Background: an optimization exercise with open tools, aiming at small area. Do not read the settings as production practice.
No run shown here included a check of the RTL's function; only the layout flow was run.
No activity file was given, so power comes from the tool's default toggle rates.

## config.mk

```make
export PLATFORM = sky130hd
export DESIGN_NAME = Perceptron
export DESIGN_NICKNAME = Perceptron
export VERILOG_FILES = /design/flow/design.v
export SDC_FILE = /design/flow/constraint.sdc
export NUM_CORES = 4
export LEC_CHECK = 0
export CAP_MARGIN = 20
export CORE_MARGIN = 2
export CORE_UTILIZATION = 40
export CTS_BUF_LIST = sky130_fd_sc_hd__clkbuf_1
export SLEW_MARGIN = 20
export SYNTH_HIERARCHICAL = 1
```

## constraint.sdc

```tcl
create_clock -name core_clock -period 8.0 [get_ports {clk}]
set_input_delay 1.6000 -clock core_clock [delete_from_list [all_inputs] [get_ports {clk}]]
set_output_delay 1.6000 -clock core_clock [all_outputs]
set_load 0.01 [all_outputs]
```

## run.sh

```bash
#!/bin/bash
# synth_recipe.tcl (not shown) runs the flow's synth.tcl, then flattens the netlist and writes it again
# the make line also repeats each setting of config.mk as NAME=value (left out here)
make -C /OpenROAD-flow-scripts/flow DESIGN_CONFIG=/design/flow/config.mk WORK_HOME=/design/flow/orfs CLKGATE_MAP_FILE= SYNTH_SCRIPT=/design/flow/synth_recipe.tcl finish
```

## design.v

```verilog
`timescale 1ns / 1ps
module Perceptron (
    input clk,
    input reset,
    input  [7:0] input1,
    input  [7:0] input2,
    input  [7:0] weight1,
    input  [7:0] weight2,
    input  [7:0] bias,
    output reg [15:0] output_neuron
);
    wire nz;
    reg  nz_q;
    wire t1, t2, t3, t4, g5, g6, g7, t8, t9, t10, s11, c12, g13, t14, t15, t16, t17, t18, t19, t20, t21, t22, t23, t24, g25, g26, g27, t28, t29, t30, s31, c32, g33, t34, t35, t36, t37, t38, t39, t40, t41, t42, t43, t44, t45, t46, t47, t48, t49, t50, t51, t52, t53, t54, t55, t56, t57, t58, t59, t60, t61, t62, t63, t64, t65, t66, t67, g68, g69, g70, t71, t72, t73, s74, c75, g76, t77, t78, t79, t80, t81, t82, t83, t84, t85, t86, t87, g88, g89, g90, t91, t92, t93, s94, c95, g96, t97, t98, t99, t100, t101, t102, t103, t104, t105, t106, t107, t108, t109, t110, t111, t112, t113, t114, t115, t116, t117, t118, t119, t120, t121, t122, t123, t124, t125, t126, t127, t128, t129, t130, t131, t132, t133, t134, s135, c136, s137, c138, s139, c140, s141, c142, s143, c144, s145, c146, s147, c148, s149, c150, s151, c152, s153, c154, s155, c156, s157, c158, s159, c160, s161, c162, s163, c164, s165, c166, s167, c168, s169, c170, s171, c172, s173, c174, s175, c176, s177, c178, s179, c180, s181, c182, s183, c184, s185, c186, s187, c188, s189, c190, s191, c192, s193, c194, s195, c196, s197, c198, s199, c200, s201, c202, s203, c204, s205, c206, s207, c208, s209, c210, s211, c212, s213, c214, s215, c216, s217, c218, s219, c220, s221, c222, s223, c224, s225, c226, s227, c228, s229, c230, s231, c232, s233, c234, s235, c236, s237, c238, s239, c240, s241, c242, s243, c244, s245, c246, s247, c248, s249, c250, s251, c252, s253, c254, s255, c256, s257, c258, s259, c260, s261, c262, s263, c264, s265, c266, s267, c268, s269, c270, s271, c272, s273, c274, s275, c276, s277, c278, s279, c280, s281, c282, s283, c284, s285, c286, s287, c288, s289, c290, s291, c292, s293, c294, s295, c296, s297, c298, s299, c300, o301, o302, o303, o304, o305, o306, o307, o308, o309, o310, o311, o312, o313, o314, o315, o316;
    assign t1 = ~((weight1[0] & input1[0]));
    assign t2 = ~(((weight1[1] & input1[0]) | (weight1[0] & input1[1])));
    assign t3 = ~(((weight1[2] & input1[0]) | (weight1[1] & input1[1]) | (weight1[0] & input1[2])));
    assign t4 = ~(((weight1[3] & input1[0]) | (weight1[2] & input1[1]) | (weight1[1] & input1[2]) | (weight1[0] & input1[3])));
    assign g5 = (weight1[0] & input1[4]);
    assign g6 = (weight1[0] & input1[5]) ^ (weight1[1] & input1[4]);
    assign g7 = (weight1[0] & input1[5]) & (weight1[1] & input1[4]);
    assign t8 = ~((weight1[0] & input1[6]));
    assign t9 = ~((weight1[1] & input1[5]));
    assign t10 = ~((weight1[2] & input1[4]));
    FullAdder us11 (.a(t8), .b(t9), .ci(t10), .s(s11), .co(c12));
    assign g13 = ~s11 ^ g7;
    assign t14 = ~(~s11 & g7);
    assign t15 = ~((weight1[0] & input1[7]));
    assign t16 = ~((weight1[1] & input1[6]));
    assign t17 = ~((weight1[1] & input1[7]));
    assign t18 = ~((weight1[2] & input1[5]));
    assign t19 = ~((weight1[2] & input1[6]));
    assign t20 = ~((weight1[2] & input1[7]));
    assign t21 = ~((weight1[3] & input1[4]));
    assign t22 = ~((weight1[3] & input1[5]));
    assign t23 = ~((weight1[3] & input1[6]));
    assign t24 = ~((weight1[3] & input1[7]));
    assign g25 = (weight1[4] & input1[0]);
    assign g26 = (weight1[4] & input1[1]) ^ (weight1[5] & input1[0]);
    assign g27 = (weight1[4] & input1[1]) & (weight1[5] & input1[0]);
    assign t28 = ~((weight1[4] & input1[2]));
    assign t29 = ~((weight1[5] & input1[1]));
    assign t30 = ~((weight1[6] & input1[0]));
    FullAdder us31 (.a(t28), .b(t29), .ci(t30), .s(s31), .co(c32));
    assign g33 = ~s31 ^ g27;
    assign t34 = ~(~s31 & g27);
    assign t35 = ~((weight1[4] & input1[3]));
    assign t36 = ~((weight1[5] & input1[2]));
    assign t37 = ~((weight1[5] & input1[3]));
    assign t38 = ~((weight1[6] & input1[1]));
    assign t39 = ~((weight1[6] & input1[2]));
    assign t40 = ~((weight1[6] & input1[3]));
    assign t41 = ~((weight1[7] & input1[0]));
    assign t42 = ~((weight1[7] & input1[1]));
    assign t43 = ~((weight1[7] & input1[2]));
    assign t44 = ~((weight1[7] & input1[3]));
    assign t45 = ~(((weight1[3] & input1[1]) | (weight1[2] & input1[2]) | (weight1[1] & input1[3])) | g5 | g25);
    assign t46 = ~(((weight1[2] & input1[3]) ^ (weight1[3] & input1[2]) ^ ((weight1[1] & input1[3]) | (weight1[3] & input1[1]) & (weight1[2] & input1[2]))) | g6 | g26);
    assign t47 = ~((((weight1[3] & input1[3]) & ~(weight1[2] & input1[2])) | (~(weight1[3] & input1[3]) & (weight1[2] & input1[2]) & ((weight1[1] & input1[3]) | (weight1[3] & input1[1])))) | g13 | g33);
    assign t48 = ~((weight1[4] & input1[4]));
    assign t49 = ~((weight1[4] & input1[5]));
    assign t50 = ~((weight1[4] & input1[6]));
    assign t51 = ~((weight1[4] & input1[7]));
    assign t52 = ~((weight1[5] & input1[4]));
    assign t53 = ~((weight1[5] & input1[5]));
    assign t54 = ~((weight1[5] & input1[6]));
    assign t55 = ~((weight1[5] & input1[7]));
    assign t56 = ~((weight1[6] & input1[4]));
    assign t57 = ~((weight1[6] & input1[5]));
    assign t58 = ~((weight1[6] & input1[6]));
    assign t59 = ~((weight1[6] & input1[7]));
    assign t60 = ~((weight1[7] & input1[4]));
    assign t61 = ~((weight1[7] & input1[5]));
    assign t62 = ~((weight1[7] & input1[6]));
    assign t63 = ~((weight1[7] & input1[7]));
    assign t64 = ~((weight2[0] & input2[0]));
    assign t65 = ~(((weight2[1] & input2[0]) | (weight2[0] & input2[1])));
    assign t66 = ~(((weight2[2] & input2[0]) | (weight2[1] & input2[1]) | (weight2[0] & input2[2])));
    assign t67 = ~(((weight2[3] & input2[0]) | (weight2[2] & input2[1]) | (weight2[1] & input2[2]) | (weight2[0] & input2[3])));
    assign g68 = (weight2[0] & input2[4]);
    assign g69 = (weight2[0] & input2[5]) ^ (weight2[1] & input2[4]);
    assign g70 = (weight2[0] & input2[5]) & (weight2[1] & input2[4]);
    assign t71 = ~((weight2[0] & input2[6]));
    assign t72 = ~((weight2[1] & input2[5]));
    assign t73 = ~((weight2[2] & input2[4]));
    FullAdder us74 (.a(t71), .b(t72), .ci(t73), .s(s74), .co(c75));
    assign g76 = ~s74 ^ g70;
    assign t77 = ~(~s74 & g70);
    assign t78 = ~((weight2[0] & input2[7]));
    assign t79 = ~((weight2[1] & input2[6]));
    assign t80 = ~((weight2[1] & input2[7]));
    assign t81 = ~((weight2[2] & input2[5]));
    assign t82 = ~((weight2[2] & input2[6]));
    assign t83 = ~((weight2[2] & input2[7]));
    assign t84 = ~((weight2[3] & input2[4]));
    assign t85 = ~((weight2[3] & input2[5]));
    assign t86 = ~((weight2[3] & input2[6]));
    assign t87 = ~((weight2[3] & input2[7]));
    assign g88 = (weight2[4] & input2[0]);
    assign g89 = (weight2[4] & input2[1]) ^ (weight2[5] & input2[0]);
    assign g90 = (weight2[4] & input2[1]) & (weight2[5] & input2[0]);
    assign t91 = ~((weight2[4] & input2[2]));
    assign t92 = ~((weight2[5] & input2[1]));
    assign t93 = ~((weight2[6] & input2[0]));
    FullAdder us94 (.a(t91), .b(t92), .ci(t93), .s(s94), .co(c95));
    assign g96 = ~s94 ^ g90;
    assign t97 = ~(~s94 & g90);
    assign t98 = ~((weight2[4] & input2[3]));
    assign t99 = ~((weight2[5] & input2[2]));
    assign t100 = ~((weight2[5] & input2[3]));
    assign t101 = ~((weight2[6] & input2[1]));
    assign t102 = ~((weight2[6] & input2[2]));
    assign t103 = ~((weight2[6] & input2[3]));
    assign t104 = ~((weight2[7] & input2[0]));
    assign t105 = ~((weight2[7] & input2[1]));
    assign t106 = ~((weight2[7] & input2[2]));
    assign t107 = ~((weight2[7] & input2[3]));
    assign t108 = ~(((weight2[3] & input2[1]) | (weight2[2] & input2[2]) | (weight2[1] & input2[3])) | g68 | g88);
    assign t109 = ~(((weight2[2] & input2[3]) ^ (weight2[3] & input2[2]) ^ ((weight2[1] & input2[3]) | (weight2[3] & input2[1]) & (weight2[2] & input2[2]))) | g69 | g89);
    assign t110 = ~((((weight2[3] & input2[3]) & ~(weight2[2] & input2[2])) | (~(weight2[3] & input2[3]) & (weight2[2] & input2[2]) & ((weight2[1] & input2[3]) | (weight2[3] & input2[1])))) | g76 | g96);
    assign t111 = ~((weight2[4] & input2[4]));
    assign t112 = ~((weight2[4] & input2[5]));
    assign t113 = ~((weight2[4] & input2[6]));
    assign t114 = ~((weight2[4] & input2[7]));
    assign t115 = ~((weight2[5] & input2[4]));
    assign t116 = ~((weight2[5] & input2[5]));
    assign t117 = ~((weight2[5] & input2[6]));
    assign t118 = ~((weight2[5] & input2[7]));
    assign t119 = ~((weight2[6] & input2[4]));
    assign t120 = ~((weight2[6] & input2[5]));
    assign t121 = ~((weight2[6] & input2[6]));
    assign t122 = ~((weight2[6] & input2[7]));
    assign t123 = ~((weight2[7] & input2[4]));
    assign t124 = ~((weight2[7] & input2[5]));
    assign t125 = ~((weight2[7] & input2[6]));
    assign t126 = ~((weight2[7] & input2[7]));
    assign t127 = ~(bias[0]);
    assign t128 = ~(bias[1]);
    assign t129 = ~(bias[2]);
    assign t130 = ~(bias[3]);
    assign t131 = ~(bias[4]);
    assign t132 = ~(bias[5]);
    assign t133 = ~(bias[6]);
    assign t134 = ~(bias[7]);
    FullAdder us135 (.a(c12), .b(t14), .ci(t15), .s(s135), .co(c136));
    FullAdder us137 (.a(t16), .b(t18), .ci(t21), .s(s137), .co(c138));
    FullAdder us139 (.a(c32), .b(t34), .ci(t35), .s(s139), .co(c140));
    FullAdder us141 (.a(t36), .b(t38), .ci(t41), .s(s141), .co(c142));
    FullAdder us143 (.a(c75), .b(t77), .ci(t78), .s(s143), .co(c144));
    FullAdder us145 (.a(t79), .b(t81), .ci(t84), .s(s145), .co(c146));
    FullAdder us147 (.a(c136), .b(c138), .ci(c140), .s(s147), .co(c148));
    FullAdder us149 (.a(t17), .b(t19), .ci(t22), .s(s149), .co(c150));
    FullAdder us151 (.a(t37), .b(t39), .ci(t42), .s(s151), .co(c152));
    Xnor2 us153 (.a(t48), .b(t80), .y(s153));
    Or2 uc154 (.a(t48), .b(t80), .y(c154));
    FullAdder us155 (.a(t20), .b(t23), .ci(t40), .s(s155), .co(c156));
    Xnor2 us157 (.a(t43), .b(t49), .y(s157));
    Or2 uc158 (.a(t43), .b(t49), .y(c158));
    FullAdder us159 (.a(c95), .b(t97), .ci(t98), .s(s159), .co(c160));
    FullAdder us161 (.a(t99), .b(t101), .ci(t104), .s(s161), .co(c162));
    FullAdder us163 (.a(c142), .b(c144), .ci(c146), .s(s163), .co(c164));
    FullAdder us165 (.a(t82), .b(t85), .ci(t100), .s(s165), .co(c166));
    FullAdder us167 (.a(t102), .b(t105), .ci(t111), .s(s167), .co(c168));
    FullAdder us169 (.a(c148), .b(c150), .ci(c152), .s(s169), .co(c170));
    FullAdder us171 (.a(c154), .b(t52), .ci(t83), .s(s171), .co(c172));
    FullAdder us173 (.a(t86), .b(t103), .ci(t106), .s(s173), .co(c174));
    Xnor2 us175 (.a(t112), .b(t115), .y(s175));
    Or2 uc176 (.a(t112), .b(t115), .y(c176));
    FullAdder us177 (.a(c156), .b(c158), .ci(t24), .s(s177), .co(c178));
    FullAdder us179 (.a(t44), .b(t50), .ci(t53), .s(s179), .co(c180));
    FullAdder us181 (.a(t56), .b(t87), .ci(t107), .s(s181), .co(c182));
    Xnor2 us183 (.a(t113), .b(t116), .y(s183));
    Or2 uc184 (.a(t113), .b(t116), .y(c184));
    FullAdder us185 (.a(t51), .b(t54), .ci(t57), .s(s185), .co(c186));
    Xnor2 us187 (.a(t60), .b(t114), .y(s187));
    Or2 uc188 (.a(t60), .b(t114), .y(c188));
    FullAdder us189 (.a(t134), .b(s135), .ci(s137), .s(s189), .co(c190));
    Xnor2 us191 (.a(s139), .b(s141), .y(s191));
    Or2 uc192 (.a(s139), .b(s141), .y(c192));
    FullAdder us193 (.a(c160), .b(c162), .ci(s147), .s(s193), .co(c194));
    FullAdder us195 (.a(s149), .b(s151), .ci(s153), .s(s195), .co(c196));
    Xnor2 us197 (.a(s163), .b(s165), .y(s197));
    Or2 uc198 (.a(s163), .b(s165), .y(c198));
    FullAdder us199 (.a(c164), .b(c166), .ci(c168), .s(s199), .co(c200));
    FullAdder us201 (.a(s155), .b(s157), .ci(s169), .s(s201), .co(c202));
    FullAdder us203 (.a(s171), .b(s173), .ci(s175), .s(s203), .co(c204));
    FullAdder us205 (.a(c170), .b(c172), .ci(c174), .s(s205), .co(c206));
    FullAdder us207 (.a(c176), .b(t119), .ci(s177), .s(s207), .co(c208));
    FullAdder us209 (.a(s179), .b(s181), .ci(s183), .s(s209), .co(c210));
    FullAdder us211 (.a(c178), .b(c180), .ci(c182), .s(s211), .co(c212));
    FullAdder us213 (.a(c184), .b(t117), .ci(t120), .s(s213), .co(c214));
    FullAdder us215 (.a(t123), .b(s185), .ci(s187), .s(s215), .co(c216));
    FullAdder us217 (.a(c186), .b(c188), .ci(t55), .s(s217), .co(c218));
    FullAdder us219 (.a(t58), .b(t61), .ci(t118), .s(s219), .co(c220));
    Xnor2 us221 (.a(t121), .b(t124), .y(s221));
    Or2 uc222 (.a(t121), .b(t124), .y(c222));
    Xnor2 us223 (.a(t59), .b(t62), .y(s223));
    Or2 uc224 (.a(t59), .b(t62), .y(c224));
    FullAdder us225 (.a(s143), .b(s145), .ci(s159), .s(s225), .co(c226));
    FullAdder us227 (.a(c190), .b(c192), .ci(s167), .s(s227), .co(c228));
    Xnor2 us229 (.a(s193), .b(s195), .y(s229));
    Or2 uc230 (.a(s193), .b(s195), .y(c230));
    FullAdder us231 (.a(c194), .b(c196), .ci(c198), .s(s231), .co(c232));
    FullAdder us233 (.a(s199), .b(s201), .ci(s203), .s(s233), .co(c234));
    FullAdder us235 (.a(c200), .b(c202), .ci(c204), .s(s235), .co(c236));
    FullAdder us237 (.a(s205), .b(s207), .ci(s209), .s(s237), .co(c238));
    FullAdder us239 (.a(c206), .b(c208), .ci(c210), .s(s239), .co(c240));
    FullAdder us241 (.a(s211), .b(s213), .ci(s215), .s(s241), .co(c242));
    FullAdder us243 (.a(c212), .b(c214), .ci(c216), .s(s243), .co(c244));
    FullAdder us245 (.a(s217), .b(s219), .ci(s221), .s(s245), .co(c246));
    FullAdder us247 (.a(c218), .b(c220), .ci(c222), .s(s247), .co(c248));
    FullAdder us249 (.a(t122), .b(t125), .ci(s223), .s(s249), .co(c250));
    Xnor2 us251 (.a(c224), .b(t63), .y(s251));
    Or2 uc252 (.a(c224), .b(t63), .y(c252));
    Xnor2 us253 (.a(s161), .b(s189), .y(s253));
    Or2 uc254 (.a(s161), .b(s189), .y(c254));
    FullAdder us255 (.a(c226), .b(s197), .ci(s227), .s(s255), .co(c256));
    FullAdder us257 (.a(c228), .b(c230), .ci(s231), .s(s257), .co(c258));
    FullAdder us259 (.a(c232), .b(c234), .ci(s235), .s(s259), .co(c260));
    FullAdder us261 (.a(c236), .b(c238), .ci(s239), .s(s261), .co(c262));
    FullAdder us263 (.a(c240), .b(c242), .ci(s243), .s(s263), .co(c264));
    FullAdder us265 (.a(c244), .b(c246), .ci(s247), .s(s265), .co(c266));
    FullAdder us267 (.a(c248), .b(c250), .ci(t126), .s(s267), .co(c268));
    Xnor2 us269 (.a(t1), .b(t64), .y(s269));
    Or2 uc270 (.a(t1), .b(t64), .y(c270));
    FullAdder us271 (.a(t2), .b(t65), .ci(t128), .s(s271), .co(c272));
    FullAdder us273 (.a(t3), .b(t66), .ci(t129), .s(s273), .co(c274));
    FullAdder us275 (.a(t4), .b(t67), .ci(t130), .s(s275), .co(c276));
    FullAdder us277 (.a(t45), .b(t108), .ci(t131), .s(s277), .co(c278));
    FullAdder us279 (.a(t46), .b(t109), .ci(t132), .s(s279), .co(c280));
    FullAdder us281 (.a(t47), .b(t110), .ci(t133), .s(s281), .co(c282));
    FullAdder us283 (.a(s191), .b(s225), .ci(s253), .s(s283), .co(c284));
    FullAdder us285 (.a(c254), .b(s229), .ci(s255), .s(s285), .co(c286));
    FullAdder us287 (.a(c256), .b(s233), .ci(s257), .s(s287), .co(c288));
    FullAdder us289 (.a(c258), .b(s237), .ci(s259), .s(s289), .co(c290));
    FullAdder us291 (.a(c260), .b(s241), .ci(s261), .s(s291), .co(c292));
    FullAdder us293 (.a(c262), .b(s245), .ci(s263), .s(s293), .co(c294));
    FullAdder us295 (.a(c264), .b(s249), .ci(s265), .s(s295), .co(c296));
    FullAdder us297 (.a(c266), .b(s251), .ci(s267), .s(s297), .co(c298));
    Xnor2 us299 (.a(c268), .b(c252), .y(s299));
    Or2 uc300 (.a(c268), .b(c252), .y(c300));
    assign o301 = ~(t127 & s269);
    assign o302 = ~(c270 & s271);
    assign o303 = ~(c272 & s273);
    assign o304 = ~(c274 & s275);
    assign o305 = ~(c276 & s277);
    assign o306 = ~(c278 & s279);
    assign o307 = ~(c280 & s281);
    assign o308 = ~(c282 & s283);
    assign o309 = ~(c284 & s285);
    assign o310 = ~(c286 & s287);
    assign o311 = ~(c288 & s289);
    assign o312 = ~(c290 & s291);
    assign o313 = ~(c292 & s293);
    assign o314 = ~(c294 & s295);
    assign o315 = ~(c296 & s297);
    assign o316 = ~(c298 & s299);
    assign nz = ((t127 ^ s269) ^ 1'b0) | ((c270 ^ s271) ^ o301) | ((c272 ^ s273) ^ o302) | ((c274 ^ s275) ^ o303) | ((c276 ^ s277) ^ o304) | ((c278 ^ s279) ^ o305) | ((c280 ^ s281) ^ o306) | ((c282 ^ s283) ^ o307) | ((c284 ^ s285) ^ o308) | ((c286 ^ s287) ^ o309) | ((c288 ^ s289) ^ o310) | ((c290 ^ s291) ^ o311) | ((c292 ^ s293) ^ o312) | ((c294 ^ s295) ^ o313) | ((c296 ^ s297) ^ o314) | ((c298 ^ s299) ^ o315);
    always @(posedge clk or posedge reset) begin
        if (reset) begin
            nz_q <= 1'b0;
            output_neuron <= 16'd0;
        end else begin
            nz_q <= nz;
            output_neuron <= {15'd0, nz_q};
        end
    end
endmodule
module FullAdder (input a, input b, input ci, output s, output co);
    assign {co, s} = a + b + ci;
endmodule
module Xnor2 (input a, input b, output y);
    assign y = ~(a ^ b);
endmodule
module Or2 (input a, input b, output y);
    assign y = a | b;
endmodule
module HalfAdder (input a, input b, output s, output co);
    assign {co, s} = a + b;
endmodule
```

==> results of run 1 <==
[worst max path at each step]
stage / start / end / slack [ps] / cells after the start
2_1_floorplan: input1[6] / nz_q / 1270 / 18
3_3_place_gp: input1[2] / nz_q / 690 / 17
3_5_place_dp: input1[2] / nz_q / 560 / 18
4_1_cts: input1[2] / nz_q / 790 / 18
5_1_grt: input1[2] / nz_q / 490 / 18
6_report: input1[2] / nz_q / 750 / 18
[per-layer routing]
layer  vias up  share of wire [%]  GRT usage (%)  wire length (um)
li1       1103                  -              -                 -
met1      1182                 43           26.3              3140
met2        59                 52           32.6              3840
met3         4                4.2           1.45               306
met4         0               0.92           1.96                68
met5         -                  0              0                 0
[report_power, final]
group	leakage, nW	switching (W)	internal (W)
Combinational	1.30	0.000302	0.000295
Sequential	0.0175	0.00000000155	0.0000102
Clock	0.00354	0.00000578	0.00000611
Total	1.32	0.000308	0.000311
[cells in the mapped netlist, drive strengths merged]
library cell / number
nand2: 96
fa: 73
buf: 27
a211oi: 3
or2: 13
a22oi: 6
nand4: 3
conb: 1
a31oi: 3
ha: 23
nand3: 3
xor2: 4
clkbuf: 12
a222oi: 2
a21oi: 3
and3: 4
a2111oi: 1
dfrtp: 2
inv: 18
o21ai: 1
and2: 8
nor2: 1
nor3b: 1
nor4: 7
nand2b: 2
xnor2: 26
[through the flow]
stage          cell area [um2]  power (W)  cells  utilization [%]
6_report                  3580   0.000619    470             46.6
5_1_grt                   3580   0.000707    470             46.6
4_1_cts                   3580   0.000628    470             46.6
3_5_place_dp              3570   0.000610    467             46.5
3_3_place_gp              3570   0.000591    467             46.5
2_1_floorplan             3220   0.000471    357                -
[flip-flops by register name, summed over array words and instances (netlist names)]
signal	count
nz_q	1
output_neuron	1
[modules after synthesis (local to each module, per instance)]
module / cells inside / times used / area (um2)
Perceptron: 243 / 1 / 1510
FullAdder: 1 / 73 / 20.0
Xnor2: 1 / 14 / 8.76
Or2: 1 / 13 / 6.26
[critical path, delay by kind of cell]
| kind | cells | cell delay [ps] |
|---|---|---|
| xor+xnor | 1 | 150 |
| fa+ha+maj | 10 | 4140 |
| buf+inv | 3 | 840 |
| simple gates | 4 | 570 |
[cells by family (layout without fill, tap and decap cells)]
| family | Yosys count | in the layout | share of synthesized area, % |
|---|---|---|---|
| adders and majority gates | 96 | 96 | 55.1 |
| AOI/OAI and AO/OA | 19 | 19 | 4.81 |
| buffers and inverters | 57 | 68 | 9.62 |
| DFF | 2 | 2 | 1.58 |
| xor gates and xnor gates | 30 | 30 | 8.28 |
| and+or+nand+nor | 138 | 138 | 20.4 |
| other | 1 | 15 | 0.118 |
[area by class of cell]
| cell class | count | share of cell area, % |
|---|---|---|
| Tap cell | 102 | 3.56 |
| Multi-Input combinational cell | 298 | 80.1 |
| Inverter | 18 | 1.89 |
| Sequential cell | 2 | 1.40 |
| Clock buffer | 3 | 0.314 |
| Timing Repair Buffer | 47 | 12.8 |
==> run_results.csv, run 1 <==
group,metric,value,unit
clock_tree,cts_tree,"done",
sta,slew_violations,0,
critical_path,crit_path_top_delay_cell,"sky130_fd_sc_hd__clkdlybuf4s50_1",
sta,clock_skew,4.30,ps
clock_tree,clkSlewWorstSetupHoldPaths,50,ps
routing,drc,0,
floorplan,die-height,93.0,um
routing,antenna_left,0,
placement,dp_slack,563,ps
clock_tree,cts.sinks,2,
routing,first_iter_violations,154,
power,vdd.ir_drop.worst,0.000134,V
grt,globalRouteTotalUtil,18.6,%
placement,place.port_buffers,42,
floorplan,initial_core_util,41.3,%
hold_path,min_path_cells,0,
sta,timing.final.crit_period,7250,ps
critical_path,critical_path.reg2reg.startpoint,"nz_q",
power,power_leakage,1.32,nW
cells_and_area,most-common-layout-cells,"sky130_fd_sc_hd__nand2_1, sky130_fd_sc_hd__fa_1, sky130_fd_sc_hd__clkdlybuf4s50_1",
hold_path,timing.hold.worst_endpoint,"output_neuron[0]",
yosys,ys_seq_area_share,1.58,%
yosys,synth.ff_latch_count,2,
grt,grt_antenna_before_repair,0,
critical_path,crit_fanout,11,
clock_tree,insertion_delay,210,ps
yosys,yosys.cell_types.count,33,
yosys,synthesis.yosys.warnings,7,
critical_path,worst-r2r-setup-slack,7540,ps
cells_and_area,num-fill-cells,761,
grt,globalRouteOverflowTotal,0,
routing,viasPerCell,5.00,
yosys,post_synth_instance_area,3170,um2
critical_path,critPathMostFrequentCell,"sky130_fd_sc_hd__fa_1",
clock_tree,cts_root_buf,"sky130_fd_sc_hd__clkbuf_1",
sta,rsz_0062_raised_after_global_routing,"no",
cells_and_area,multiInputGateArea,2870,um2
clock_tree,cts-root-to-sink-buffers,2,
sta,worst_slew_margin_rel,61.7,%
placement,place_hpwl,6430,um
clock_tree,post_cts.repair.setup_buffers,0,
placement,gp_routability_congestion,0.897,
sta,timing_worst_slew_pin_value,570,ps
critical_path,cp-start-kind,"input port",
critical_path,worst_path_largest_cell_delay,730,ps
sta,setup_violations,0,
routing,routed_wire_length_per_instance,15.7,um
routing,wirelength,7360,um
floorplan,placement_rows,32,
critical_path,cp_data_required_time,8070,ps
critical_path,crit_arrival,7310,ps
yosys,netlist.top_cell.by_area,"sky130_fd_sc_hd__fa_1",
critical_path,cell_chain_critical_path,"clkdlybuf4s50_1, nand2_1, fa_1, inv_1, ha_1, inv_1, fa_1, fa_1, fa_1, fa_1, fa_1, fa_1, fa_1, ha_1, xor2_1, nand4_1, nor4_1, nand4_1",
critical_path,worst-setup-path-type,"in -> reg",
sta,setup_tns,0,ps
sta,crit_share_post_route,90.6,%
cells_and_area,drive_above_1_share,3.80,%
cells_and_area,diodes,0,
grt,grt_max_degree,13,
floorplan,core_area,7690,um2
hold_path,worst_hold_path_type,"reg -> reg",
clock_tree,cts.htree.levels,1,
cells_and_area,nNetsFinal,508,
yosys,synthCells,343,
sta,timing.fmax,138,MHz
routing,num_vias,2348,
routing,pre_repair_dr_iteration_count,4,
critical_path,worst_r2r_path_depth,0,
floorplan,ioPinCount,58,
sta,post-route-worst-setup-slack,755,ps
critical_path,setup.worst_path.end_class,"flip-flop",
floorplan,die_width,93.0,um
clock_tree,cts_made_buffers,3,
clock_tree,cts_stage_hold_buffer_count,0,
floorplan,die-area,8660,um2
sta,final.hold.worst_slack,342,ps
yosys,yosys-top-cells-area,"sky130_fd_sc_hd__fa_1, sky130_fd_sc_hd__nand2_1, sky130_fd_sc_hd__ha_1, sky130_fd_sc_hd__xnor2_1, sky130_fd_sc_hd__buf_4",
sta,report.final.hold_viol_count,0,
job,max_cap_viol_count,0,
cells_and_area,area.growth.synth_to_final,13.0,%
cells_and_area,layout.cells.most_common,"sky130_fd_sc_hd__nand2_1",
grt,grt_pass1_wl,12700,um
hold_path,hold_start,"nz_q",
power,powerDensity,173,nW/um2
status,status,"finished clean",
cells_and_area,ff_latch_area,50.0,um2
critical_path,reg_to_reg_critical_path_endpoint,"output_neuron[0]",
yosys,synth_top_cell_area_share,46.1,%
clock_tree,cts_resized,0,
yosys,syn_avg_cell_area,9.25,um2
grt,first_global_vias,2559,
==> run 2, diff against run 1 <==
--- a/config.mk
+++ b/config.mk
@@ -10,3 +10,2 @@
 export CORE_UTILIZATION = 40
-export CTS_BUF_LIST = sky130_fd_sc_hd__clkbuf_1
 export SLEW_MARGIN = 20
==> run_results.csv, run 2 <==
group,metric,value,unit
yosys,postSynth.asyncResetShare,100,%
clock_tree,cts.sinks,2,
clock_tree,post_cts.repair.setup_buffers,0,
status,status,"finished clean",
cells_and_area,drive_above_1_share,4.62,%
sta,worst_slew_margin_rel,61.7,%
power,power.switching,0.000313,W
critical_path,critPathMostFrequentCell,"sky130_fd_sc_hd__fa_1",
floorplan,core_area,7690,um2
hold_path,worst_hold_path_type,"reg -> reg",
sta,setup_tns,0,ps
floorplan,initial_core_util,41.3,%
clock_tree,cts_tree,"done",
yosys,synth.most_common_cell,"sky130_fd_sc_hd__nand2_1",
sta,timing.final.crit_period,7240,ps
yosys,synth.ff_latch_count,2,
placement,place_hpwl,6430,um
clock_tree,cts_stage_hold_buffer_count,0,
grt,globalRouteOverflowTotal,0,
power,powerDensity,180,nW/um2
grt,grt_antenna_before_repair,0,
floorplan,die-height,93.0,um
yosys,synth.cells.most_frequent,"sky130_fd_sc_hd__nand2_1, sky130_fd_sc_hd__fa_1, sky130_fd_sc_hd__xnor2_1, sky130_fd_sc_hd__ha_1",
cells_and_area,area.growth.synth_to_final,13.9,%
yosys,post_synth_instance_area,3170,um2
critical_path,cp-start-kind,"input port",
sta,rsz_0062_raised_after_global_routing,"no",
routing,routed_wire_length_per_instance,15.7,um
critical_path,crit_path_top_delay_cell,"sky130_fd_sc_hd__clkdlybuf4s50_1",
cells_and_area,diodes,0,
critical_path,worstPathBufferInverterCount,3,
clock_tree,cts.htree.levels,1,
clock_tree,clkSlewWorstSetupHoldPaths,30,ps
clock_tree,insertion_delay,210,ps
power,power_frac_clock,6.0,%
sta,crit_share_post_route,90.5,%
power,seqPwrFrac,1.6,%
floorplan,placement_rows,32,
yosys,netlist.top_cell.by_area,"sky130_fd_sc_hd__fa_1",
yosys,ys.flop_type,"sky130_fd_sc_hd__dfrtp_1",
placement,gp_routability_congestion,0.897,
power,power.share.switching,48.1,%
routing,num_vias,2347,
yosys,syn_avg_cell_area,9.25,um2
routing,wirelength,7380,um
routing,drc,0,
cells_and_area,layout.cells.most_common,"sky130_fd_sc_hd__nand2_1",
critical_path,worst_path_largest_cell_delay,730,ps
critical_path,setup.worst_path.end_class,"flip-flop",
sta,setup_violations,0,
clock_tree,cts_root_buf,"sky130_fd_sc_hd__clkbuf_8",
critical_path,crit_fanout,11,
routing,pre_repair_dr_iteration_count,4,
critical_path,worst-setup-path-type,"in -> reg",
floorplan,die_width,93.0,um
yosys,ys_seq_area_share,1.58,%
grt,grt_max_degree,13,
yosys,synthCells,343,
floorplan,die-area,8660,um2
routing,first_iter_violations,153,
sta,final.hold.worst_slack,339,ps
sta,clock_skew,2.86,ps
placement,placedInstanceArea,3570,um2
power,cell_internal_pwr,0.000337,W
power,pwr-share-comb,92.4,%
power,vdd.ir_drop.worst,0.000136,V
grt,grt_pass1_wl,12700,um
grt,globalRouteTotalUtil,18.8,%
placement,place.port_buffers,42,
yosys,yosys.cell_types.count,33,
grt,first_global_vias,2570,
clock_tree,cts_made_buffers,3,
sta,slew_violations,0,
critical_path,cell_chain_critical_path,"clkdlybuf4s50_1, nand2_1, fa_1, inv_1, ha_1, inv_1, fa_1, fa_1, fa_1, fa_1, fa_1, fa_1, fa_1, ha_1, xor2_1, nand4_1, nor4_1, nand4_1",
cells_and_area,final_cell_area,3610,um2
cells_and_area,reg_top3,"nz_q x1, output_neuron x1",
yosys,yosys-top-cells-area,"sky130_fd_sc_hd__fa_1, sky130_fd_sc_hd__nand2_1, sky130_fd_sc_hd__ha_1, sky130_fd_sc_hd__xnor2_1, sky130_fd_sc_hd__buf_4",
routing,antenna_left,0,
routing,viasPerCell,4.99,
power,power_leakage,1.34,nW
yosys,synth_top_cell_area_share,46.1,%
critical_path,crit_arrival,7310,ps
clock_tree,cts_resized,0,
job,max_cap_viol_count,0,
critical_path,cp_data_required_time,8060,ps
yosys,synthesis.yosys.warnings,7,
sta,timing.fmax,138,MHz
clock_tree,cts-root-to-sink-buffers,2,
cells_and_area,most-common-layout-cells,"sky130_fd_sc_hd__nand2_1, sky130_fd_sc_hd__fa_1, sky130_fd_sc_hd__clkdlybuf4s50_1",
sta,report.final.hold_viol_count,0,
floorplan,ioPinCount,58,
cells_and_area,nNetsFinal,508,
yosys,count_of_flip_flops_with_a_built_in_enable_after_synthesis,0,
critical_path,worst_path_dominant_cell_family,"adder cells",
sta,timing_worst_slew_pin_value,569,ps
-- run 2: area by class of cell --
class / instances / area (um2)
Clock buffer: 3 / 41.3
Fill cell: 753 / 4070
Inverter: 18 / 67.6
Multi-Input combinational cell: 298 / 2870
Sequential cell: 2 / 50.0
Tap cell: 102 / 128
Timing Repair Buffer: 47 / 458
-- run 2: final timing paths --
check | from | endpoint | slack, ps | cells after the start
worst min-delay path | nz_q | output_neuron[0] | 340 | 0
worst min register to register | nz_q | output_neuron[0] | 340 | 0
worst max-delay path | input1[2] | nz_q | 760 | 18
min in group asynchronous | reset | output_neuron[0] | 1550 | 2
max in group asynchronous | reset | nz_q | 6330 | 2
worst max register to register | nz_q | output_neuron[0] | 7540 | 0
-- run 2: cells by family (layout without fill, tap and decap cells) --
group / count (synthesis) / in the layout / share of synthesized area (%)
AO/OA/AOI/OAI: 19 / 19 / 4.81
XOR/XNOR: 30 / 30 / 8.28
adder cells (fa/ha/maj): 96 / 96 / 55.1
buffers and inverters: 57 / 68 / 9.62
flip-flops: 2 / 2 / 1.58
other: 1 / 15 / 0.118
AND/OR/NAND/NOR: 138 / 138 / 20.4
-- run 2: per-module statistics from Yosys, one instance, submodules excluded --
module	cells inside	times used	area, um2	flops+latches
FullAdder	1	73	20.0	0
Perceptron	243	1	1510	2
Or2	1	13	6.26	0
Xnor2	1	14	8.76	0
-- run 2: through the flow --
stage,cells,setup slack (ps),utilization [%],total power [W]
floorplan,357,1270,-,0.000471
global placement,467,692,46.5,0.000591
detailed placement,467,563,46.5,0.000610
CTS,470,774,47.0,0.000660
global route,470,446,47.0,0.000741
finish,470,760,47.0,0.000650
-- run 2: per-layer routing --
metal	global-route usage, %	wire (um)
met1	26.4	3210
met2	32.8	3840
met3	1.45	251
met4	2.33	68
met5	0	0
-- run 2: power groups by stage --
stage                     Combinational [W]  Clock (W)  Sequential (W)
after floorplan                    0.000461          0       0.0000103
after detailed placement           0.000600          0       0.0000103
final                              0.000601  0.0000392       0.0000102
after global placement             0.000581          0       0.0000103
after CTS                          0.000609  0.0000405       0.0000102
after global routing               0.000689  0.0000419       0.0000102

-- what the ideal ports hide --
The flow's constraints put no driver on any port. The routed layouts listed below were extracted and timed again, unchanged, in two steps. Step 1 sets driving cells, clkbuf_16 on the clock port and buf_2 on the other inputs (assumed; they add their load-dependent delay and slew). Step 2 also shifts input and output timing later by t, the mid clock arrival at the registers, as if the neighbouring blocks saw the same clock. Slacks: ideal ports / drivers / drivers and shift; pairs: ideal ports / drivers.
| run | shift t [ns] | setup slack, ns | clock arrival spread, ns | worst slew at a driven data input, ns |
|---|---|---|---|---|
| run 1 | 0.224 | 0.755 / 0.750 / 0.526 | 0.004 / 0.004 | 0.03 |
| run 2 | 0.229 | 0.760 / 0.758 / 0.530 | 0.003 / 0.003 | 0.03 |
After both steps setup and hold are still met in every run listed. The setup slack of run 2, which loses most, moves by -0.002 ns with the drivers and by -0.230 ns with both steps.
